From an optimization exercise on the open Yosys and OpenROAD flow, aimed at small area; shortcuts taken in it are not production practice.
Function was checked by simulation only, so behaviour that the tests miss may differ from the original.
Power figures rest on the tool's default switching activity, not on a simulated workload.

Design pong_core, start of the top module:
module pong_core(
	input			clk,
	input			rst,
	input			frame_tick,
	input			game_reset,
	input			p2_up,
	input			p2_down,
	input	[9:0]	hpos,
	input	[9:0]	vpos,
	input			active,
	output reg		pixel,
	output [12:0]	ball_x,
	output [12:0]	ball_y,
	output [12:0]	p1_y,
	output [12:0]	p2_y,
	output [3:0]	direction,
	output reg		goal_p1,
	output reg		goal_p2,
	output reg		nn_up,
	output reg		nn_down,
	output			nn_test
);
==> flow/config.mk <==
export PLATFORM = sky130hd
export DESIGN_NAME = pong_core
export DESIGN_NICKNAME = pong_core
export VERILOG_FILES = /design/flow/design.v
export SDC_FILE = /design/flow/constraint.sdc
export NUM_CORES = 4
export LEC_CHECK = 0
export CAP_MARGIN = 20
export CORE_MARGIN = 2
export CORE_UTILIZATION = 40
export SLEW_MARGIN = 20
==> flow/constraint.sdc <==
create_clock -name core_clock -period 25.0 [get_ports {clk}]
set_input_delay 5.0000 -clock core_clock [delete_from_list [all_inputs] [get_ports {clk}]]
set_output_delay 5.0000 -clock core_clock [all_outputs]
set_load 0.01 [all_outputs]
standard.sh (not shown) runs the stock make flow with config.mk's settings and CLKGATE_MAP_FILE= SYNTH_SCRIPT=/design/flow/synth_recipe.tcl, a recipe that flattens the netlist after the stock synthesis.
==> flow/flow/run.sh <==
#!/bin/bash
# The standard layout (the standard.sh) with these changes:
#  - synthesis leaves arithmetic to ABC as plain logic (no extracted
#    half/full-adder cells, no Kogge-Stone carry map) and ABC maps for
#    area (flow/area.abc); registers, their names and cell types are those
#    of the standard synthesis;
#  - the port buffers are the smallest buffer (buf_1) instead of
#    clkdlybuf4s50_1; every port still gets its own buffer;
#  - clock tree synthesis uses clkbuf_8 and no dummy loads.
set -euo pipefail
WORK=$(pwd)
FLOWDIR=$WORK/flow

# synthesis script: the standard flow's own, with ABC's script swapped for flow/area.abc
{
  printf 'proc abc {args} {\n'
  printf '  set i [lsearch -exact $args -script]\n'
  printf '  if {$i >= 0} { lset args [expr {$i + 1}] {%s} }\n' "$FLOWDIR/area.abc"
  printf '  yosys abc {*}$args\n'
  printf '}\n'
  cat "$WORK/synth_recipe.tcl"
} > "$WORK/area_synth.tcl"

EXTRA="ADDER_MAP_FILE= SYNTH_OPERATIONS_ARGS=-noshare"
EXTRA="$EXTRA 'BUFFER_PORTS_ARGS=-buffer_cell sky130_fd_sc_hd__buf_1'"
EXTRA="$EXTRA 'CTS_ARGS=-sink_clustering_enable -repair_clock_nets -dont_use_dummy_load -buf_list sky130_fd_sc_hd__clkbuf_8'"

sed -e "s#SYNTH_SCRIPT=[^ ]*synth_recipe.tcl#SYNTH_SCRIPT=$WORK/area_synth.tcl#" \
    -e "s#CLKGATE_MAP_FILE= #CLKGATE_MAP_FILE= $EXTRA #" \
    "$WORK/standard.sh" > "$WORK/area_standard.sh"
grep -q "area_synth.tcl" "$WORK/area_standard.sh"
grep -q "dont_use_dummy_load" "$WORK/area_standard.sh"

bash "$WORK/area_standard.sh" > "$WORK/flow_make.log" 2>&1
==> flow/flow/area.abc <==
strash
dch -f
amap
strash
dc2
dch -f
amap
strash
dch -f
amap
topo
stime -c
Rerun with:
--- a/flow/flow/run.sh
+++ b/flow/flow/run.sh
@@ -26 +26 @@
-EXTRA="$EXTRA 'CTS_ARGS=-sink_clustering_enable -repair_clock_nets -dont_use_dummy_load -buf_list sky130_fd_sc_hd__clkbuf_8'"
+EXTRA="$EXTRA 'CTS_ARGS=-sink_clustering_enable -repair_clock_nets -dont_use_dummy_load -buf_list sky130_fd_sc_hd__clkbuf_8 -sink_clustering_size 24'"
Worst hold slack does not change. Synthesized area is unchanged. Fmax stays the same. Power is unchanged. Register-to-register slack barely changes. Cell area does not change. Cell count stays the same. First-iteration DRC count is unchanged. Via count does not change. Routed wire length does not change.

pong_core, a different RTL version from the one above (not shown whole).
Size in the first run: about 2,400 cells after synthesis, ~89 I/O pins, ~16,000 sq um of cells after synthesis.
Settings: LEC_CHECK=0, ABC_AREA=1, CAP_MARGIN=20, CORE_MARGIN=2, CORE_UTILIZATION=40, SLEW_MARGIN=20; clock period 25.0 ns.
run.sh (not shown) runs the stock make flow with config.mk's settings and CLKGATE_MAP_FILE= SYNTH_SCRIPT=/design/flow/synth_recipe.tcl, a recipe that flattens the netlist after the stock synthesis.
Stock flow here: none of the scripts above is used.
The baseline passed the timing, design-rule and antenna checks.
Change:
--- a/flow/config.mk
+++ b/flow/config.mk
@@ -8 +7,0 @@
-export ABC_AREA = 1
What happened: Worst hold slack loses 0.0041 ns. Critical path depth went down by 7. Setup slack loses 3.3 ns. Non-clock buffer count went up by 11. Routed wire length went up by about 1.2%. Power went up by 16%. Synthesized cell count went down by about 12%. Combinational power went up by 23%.

pong_core with an RTL version that a note above also has.
Size: roughly 1,700 cells after synthesis, ~150 flip-flops, about 89 I/O pins.
export LEC_CHECK = 0
export CAP_MARGIN = 20
export CORE_MARGIN = 2
export CORE_UTILIZATION = 40
export SLEW_MARGIN = 20
create_clock -name core_clock -period 25.0 [get_ports {clk}]
standard.sh (not shown) runs the stock make flow with config.mk's settings and CLKGATE_MAP_FILE= SYNTH_SCRIPT=/design/flow/synth_recipe.tcl, a recipe that flattens the netlist after the stock synthesis.
==> flow/flow/run.sh <==
#!/bin/bash
# The standard layout (the standard.sh) with these changes:
#  - synthesis leaves arithmetic to ABC as plain logic (no extracted
#    half/full-adder cells, no Kogge-Stone carry map) and ABC maps for
#    area (flow/area.abc); registers, their names and cell types are those
#    of the standard synthesis;
#  - the port buffers are the smallest buffer (buf_1) instead of
#    clkdlybuf4s50_1; every port still gets its own buffer;
#  - clock tree synthesis uses clkbuf_8 and no dummy loads.
set -euo pipefail
WORK=$(pwd)
FLOWDIR=$WORK/flow

# synthesis script: the standard flow's own, with ABC's script swapped for flow/area.abc
{
  printf 'proc abc {args} {\n'
  printf '  set i [lsearch -exact $args -script]\n'
  printf '  if {$i >= 0} { lset args [expr {$i + 1}] {%s} }\n' "$FLOWDIR/area.abc"
  printf '  yosys abc {*}$args\n'
  printf '}\n'
  cat "$WORK/synth_recipe.tcl"
} > "$WORK/area_synth.tcl"

EXTRA="ADDER_MAP_FILE= SYNTH_OPERATIONS_ARGS=-noshare REMOVE_ABC_BUFFERS=1 'MIN_BUF_CELL_AND_PORTS=sky130_fd_sc_hd__buf_1 A X'"
EXTRA="$EXTRA 'BUFFER_PORTS_ARGS=-buffer_cell sky130_fd_sc_hd__buf_1'"
EXTRA="$EXTRA 'CTS_ARGS=-sink_clustering_enable -repair_clock_nets -dont_use_dummy_load -buf_list sky130_fd_sc_hd__clkbuf_8'"

sed -e "s#SYNTH_SCRIPT=[^ ]*synth_recipe.tcl#SYNTH_SCRIPT=$WORK/area_synth.tcl#" \
    -e "s#CLKGATE_MAP_FILE= #CLKGATE_MAP_FILE= $EXTRA #" \
    "$WORK/standard.sh" > "$WORK/area_standard.sh"
grep -q "area_synth.tcl" "$WORK/area_standard.sh"
grep -q "dont_use_dummy_load" "$WORK/area_standard.sh"

bash "$WORK/area_standard.sh" > "$WORK/flow_make.log" 2>&1
Scripts as last shown in full above: flow/flow/area.abc
Rerun with:
==> flow/flow/run.sh (replaced) <==
#!/bin/bash
# The standard layout (the standard.sh), with one change to synthesis:
# arithmetic is left to ABC as plain logic (no extracted half/full-adder cells,
# no Kogge-Stone carry map) and ABC maps for area (flow/area.abc).
# Registers, their names and cell types are those of the standard synthesis.
set -euo pipefail
WORK=$(pwd)
FLOWDIR=$WORK/flow

# synthesis script: the standard flow's own, with ABC's script swapped for flow/area.abc
{
  printf 'proc abc {args} {\n'
  printf '  set i [lsearch -exact $args -script]\n'
  printf '  if {$i >= 0} { lset args [expr {$i + 1}] {%s} }\n' "$FLOWDIR/area.abc"
  printf '  yosys abc {*}$args\n'
  printf '}\n'
  cat "$WORK/synth_recipe.tcl"
} > "$WORK/area_synth.tcl"

# standard.sh with that script and without the adder maps
sed -e "s#SYNTH_SCRIPT=[^ ]*synth_recipe.tcl#SYNTH_SCRIPT=$WORK/area_synth.tcl#" \
    -e "s#CLKGATE_MAP_FILE= #CLKGATE_MAP_FILE= ADDER_MAP_FILE= SYNTH_OPERATIONS_ARGS=-noshare #" \
    "$WORK/standard.sh" > "$WORK/area_standard.sh"
grep -q "area_synth.tcl" "$WORK/area_standard.sh"
grep -q "ADDER_MAP_FILE= " "$WORK/area_standard.sh"

bash "$WORK/area_standard.sh" > "$WORK/flow_make.log" 2>&1
ABC_AREA = 1   (was unset)
CTS_BUF_LIST = sky130_fd_sc_hd__clkbuf_8   (was unset)
Final area goes up by 5.5%.
Non-clock buffer count goes up by 3.
Area after synthesis goes up by 0.54%.
Setup slack improved by 0.29 ns.
Critical path depth is unchanged.
Count of clock-buffer cells in the layout does not change.
Synthesized cell count does not change.
Sequential cell count does not change.

static timing again, ports no longer ideal:
In the flow no input, the clock included, has a driving cell. The finished layouts below were timed again as built, in two steps.
Step 1 sets driving cells, clkbuf_16 on the clock port and buf_2 on the other inputs (assumed; they add their load-dependent delay and slew).
Step 2, shift: input delay + t, output delay - t, t = (earliest + latest rising clock arrival at the registers) / 2. This alone moves slack from input paths to output paths.
Three values: ideal ports, drivers, drivers and shift; two values: the first two.
| run | t, ns | setup slack, ns | hold slack, ns |
|---|---|---|---|
| the first run of note 1 | 0.495 | 11.202 / 11.202 / 11.202 | 0.311 / 0.311 / 0.311 |
| the second run of note 1 | 0.495 | 11.202 / 11.202 / 11.202 | 0.311 / 0.311 / 0.311 |
| the first run of note 2 | 0.513 | 14.722 / 14.722 / 14.722 | 0.462 / 0.462 / 0.462 |
| the second run of note 2 | 0.497 | 11.376 / 11.376 / 11.376 | 0.458 / 0.458 / 0.458 |
| the first run of note 3 | 0.498 | 11.328 / 11.328 / 11.328 | 0.316 / 0.316 / 0.316 |
| the second run of note 3 | 0.524 | 11.617 / 11.617 / 11.617 | 0.333 / 0.333 / 0.333 |
After both steps setup and hold are still met in every run listed.
